From an optimization exercise on the open Yosys and OpenROAD flow, aimed at small area, a short achievable clock period and few clock cycles per item; shortcuts taken in it are not production practice.
Function was checked by simulation only, so behaviour that the tests miss may differ from the original.
Power figures rest on the tool's default switching activity, not on a simulated workload.

the reference run:
==> flow/design.v (excerpt) <==
module pow5_pipelined_valid
#(
  parameter DATA_WIDTH = 8
)
(
  input  logic                      clk_i,
  input  logic                      rst_i,
  input  logic [DATA_WIDTH-1:0]     pow_data_i,
  input  logic                      data_valid_i,
  output logic [(5*DATA_WIDTH)-1:0] pow_data_o,
  output logic                      data_valid_o
);
Size in the first run: ~52 I/O pins, roughly 0.0080 mm² of cells after synthesis.
Settings: LEC_CHECK=0, CAP_MARGIN=20, CORE_MARGIN=2, CORE_UTILIZATION=20, PLACE_DENSITY=0.3, SETUP_SLACK_MARGIN=3.4, SLEW_MARGIN=20; clock period 5.5 ns.
run.sh (not shown) runs the stock make flow with config.mk's settings and CLKGATE_MAP_FILE= SYNTH_SCRIPT=/design/flow/synth_recipe.tcl, a recipe that flattens the netlist after the stock synthesis.
Both conditions hold for the reference run: the flow ran to the end and the final layout passed the timing, design-rule and antenna checks.
Testbench counts of the reference run, summed over its fixed seeds: cycles 16,008, items 16,000.
Here is what was changed in the inputs of the trial run compared with the reference run.
# the reference run
export LEC_CHECK = 0
export CAP_MARGIN = 20
export CORE_MARGIN = 2
export CORE_UTILIZATION = 20
export PLACE_DENSITY = 0.3
export SETUP_SLACK_MARGIN = 3.4
export SLEW_MARGIN = 20
create_clock -name core_clock -period 5.5 [get_ports {clk_i}]
# the trial run
export LEC_CHECK = 0
export CAP_MARGIN = 20
export CORE_MARGIN = 2
export CORE_UTILIZATION = 30
export PLACE_DENSITY = 0.45
export SLEW_MARGIN = 20
create_clock -name core_clock -period 5.5 [get_ports {clk_i}]
### Flow results
- Compare the trial run and the reference run | number of tap cells inserted higher: the reference run
- The final layouts of the trial run and the reference run pass the timing, design-rule and antenna checks.
- Part of the total power dissipated in the clock network: the trial run > the reference run
- Fraction of met2 tracks used by global routing for the trial run: 6.2 points up relative to the reference run
- Cell total after placement (the trial run / the reference run): 0.875
- The trial run ends up with lower final cell area excluding filler cells than the reference run does.
- Against the reference run, the trial run comes in 13 points lower on non-clock buffer share of cell area.
- From the reference run to the trial run the numbers moved as follows: fraction of power spent switching nets now larger; area occupied by registers now smaller; least setup slack across all paths after layout now smaller.
- The reference run consumes more power than the trial run.


Setup of ember:
pow5_pipelined_valid, a different RTL version from the one above (not shown whole).
Size in the first run: ~1400 cells after synthesis, about 62 flip-flops, roughly 52 I/O pins, about 7400 µm² of cells after synthesis.
clock: 5.5 ns
lec_check: 0
abc_area: 1
cap_margin: 20
core_margin: 2
core_utilization: 20
place_density: 0.3
setup_slack_margin: 3.4
slew_margin: 20
Testbench counts of ember, summed over its fixed seeds: cycles 16,008, items 16,000.
diff inputs: ember => willow
Settings: changing SETUP_SLACK_MARGIN from 3.4 to 3.2; changing PLACE_DENSITY from 0.3 to 0.4; changing CORE_UTILIZATION from 20 to 25.
--- outcome ---
willow: all stages complete, timing, DRC and antenna checks passed. Of ember and willow, the lower effective utilization at floorplan belongs to ember. Summary of willow over ember: sequential cell area down about 0.6%; count of plain and timing-repair buffers down 41%. ember -> willow: area fraction in and, or, nand and nor cells after synthesis delta 0, exact match. The share of final layout cell area taken by clock buffers and inverters in willow was higher than what ember gave. The higher global-route usage of ember and willow is in willow. Against ember, register-to-register setup slack in willow came out worse.


## east
RTL: one of the versions met above, not the one the previous note started from.
Size: about 1200 cells after synthesis, roughly 52 I/O pins, roughly 6900 um2 of cells after synthesis.
==> flow/config.mk <==
export PLATFORM = sky130hd
export DESIGN_NAME = pow5_pipelined_valid
export DESIGN_NICKNAME = pow5_pipelined_valid
export VERILOG_FILES = /design/flow/design.v
export SDC_FILE = /design/flow/constraint.sdc
export NUM_CORES = 4
export LEC_CHECK = 0
export CAP_MARGIN = 20
export CORE_MARGIN = 2
export CORE_UTILIZATION = 20
export PLACE_DENSITY = 0.3
export SETUP_SLACK_MARGIN = 2.5
export SLEW_MARGIN = 20
==> flow/constraint.sdc <==
create_clock -name core_clock -period 5.5 [get_ports {clk_i}]
set_input_delay 1.1000 -clock core_clock [delete_from_list [all_inputs] [get_ports {clk_i}]]
set_output_delay 1.1000 -clock core_clock [all_outputs]
set_load 0.01 [all_outputs]
standard.sh (not shown) runs the stock make flow with config.mk's settings and CLKGATE_MAP_FILE= SYNTH_SCRIPT=/design/flow/synth_recipe.tcl, a recipe that flattens the netlist after the stock synthesis.
==> flow/flow/run.sh <==
#!/bin/bash
# Own flow: the standard synthesis, then the combinational logic re-mapped by abc
# with an area-recovering script (flip-flops untouched), then the standard layout
# with plain buf_1 cells as the port buffers.
set -euo pipefail
R=orfs/results/${FLOW_PLATFORM}/pow5_pipelined_valid/base
bash standard.sh synth > log_synth_standard.log 2>&1
cp $R/1_2_yosys.v standard_1_2_yosys.v
ABC_SCRIPT=$(cat flow/abc_script.txt)
bash flow/remap.sh standard_1_2_yosys.v remapped.v "$ABC_SCRIPT" > log_remap_yosys.log 2>&1
cp remapped.v $R/1_2_yosys.v
rm -f $R/1_synth.odb $R/1_synth.sdc
bash standard.sh "BUFFER_PORTS_ARGS=-buffer_cell sky130_fd_sc_hd__buf_1" finish > log_layout.log 2>&1
Other scripts of this flow, unchanged in this note and not shown: flow/flow/abc_script.txt, flow/flow/cellmodels.py, flow/flow/remap.sh
east was carried through to the last stage, and its layout satisfied the timing, design-rule and antenna checks.
Testbench counts of east, summed over its fixed seeds: cycles 16,008, items 16,000.
Input changes introduced in north (baseline for comparison: east):
Settings: a change of SETUP_SLACK_MARGIN from 2.5 to 2.8.
[summary]
north: full flow OK, the timing, design-rule and antenna checks passed. [compare] base=east new=north: power dissipated in combinational cells now sits higher, switching portion of total power held. north has core utilization above what east had. north ended up with more standard cells than east. Diff east -> north: post-CTS setup buffer count increased 10, combinational cell fraction of total power now sits higher, finished layout cell area went up by 8.2%. The higher routed wire length came out of north. east → north: number of filler cells placed in the layout fell 1.2%; power per cell area fell 4.2%.

afterwards: timing with drivers on the ports:
Ports are ideal in the flow. The routed layouts listed here were re-timed in OpenROAD.
Step 1 sets driving cells, clkbuf_16 on the clock port and buf_2 on the other inputs (assumed; they add their load-dependent delay and slew).
Step 2, shift: input delay + t, output delay - t, t = (earliest + latest rising clock arrival at the registers) / 2. This alone moves slack from input paths to output paths.
Three values: ideal ports, drivers, drivers and shift; two values: the first two.
run | t (ns) | setup WS [ns] | hold slack, ns | worst data-port slew with drivers (ns) | pins driven straight from the clock port
the reference run | 0.462 | 3.046 / 3.046 / 3.046 | 0.351 / 0.351 / 0.351 | 0.03 | 1
the trial run | 0.421 | 1.678 / 1.678 / 1.678 | 0.354 / 0.354 / 0.354 | 0.03 | 1
ember | 0.443 | 3.234 / 3.234 / 3.234 | 0.358 / 0.358 / 0.358 | 0.04 | 1
willow | 0.448 | 2.861 / 2.861 / 2.861 | 0.354 / 0.354 / 0.354 | 0.05 | 1
east | 0.459 | 2.250 / 2.250 / 2.250 | 0.353 / 0.353 / 0.353 | 0.04 | 1
north | 0.448 | 2.643 / 2.643 / 2.643 | 0.355 / 0.355 / 0.355 | 0.04 | 1
After both steps every run listed still meets setup and hold.
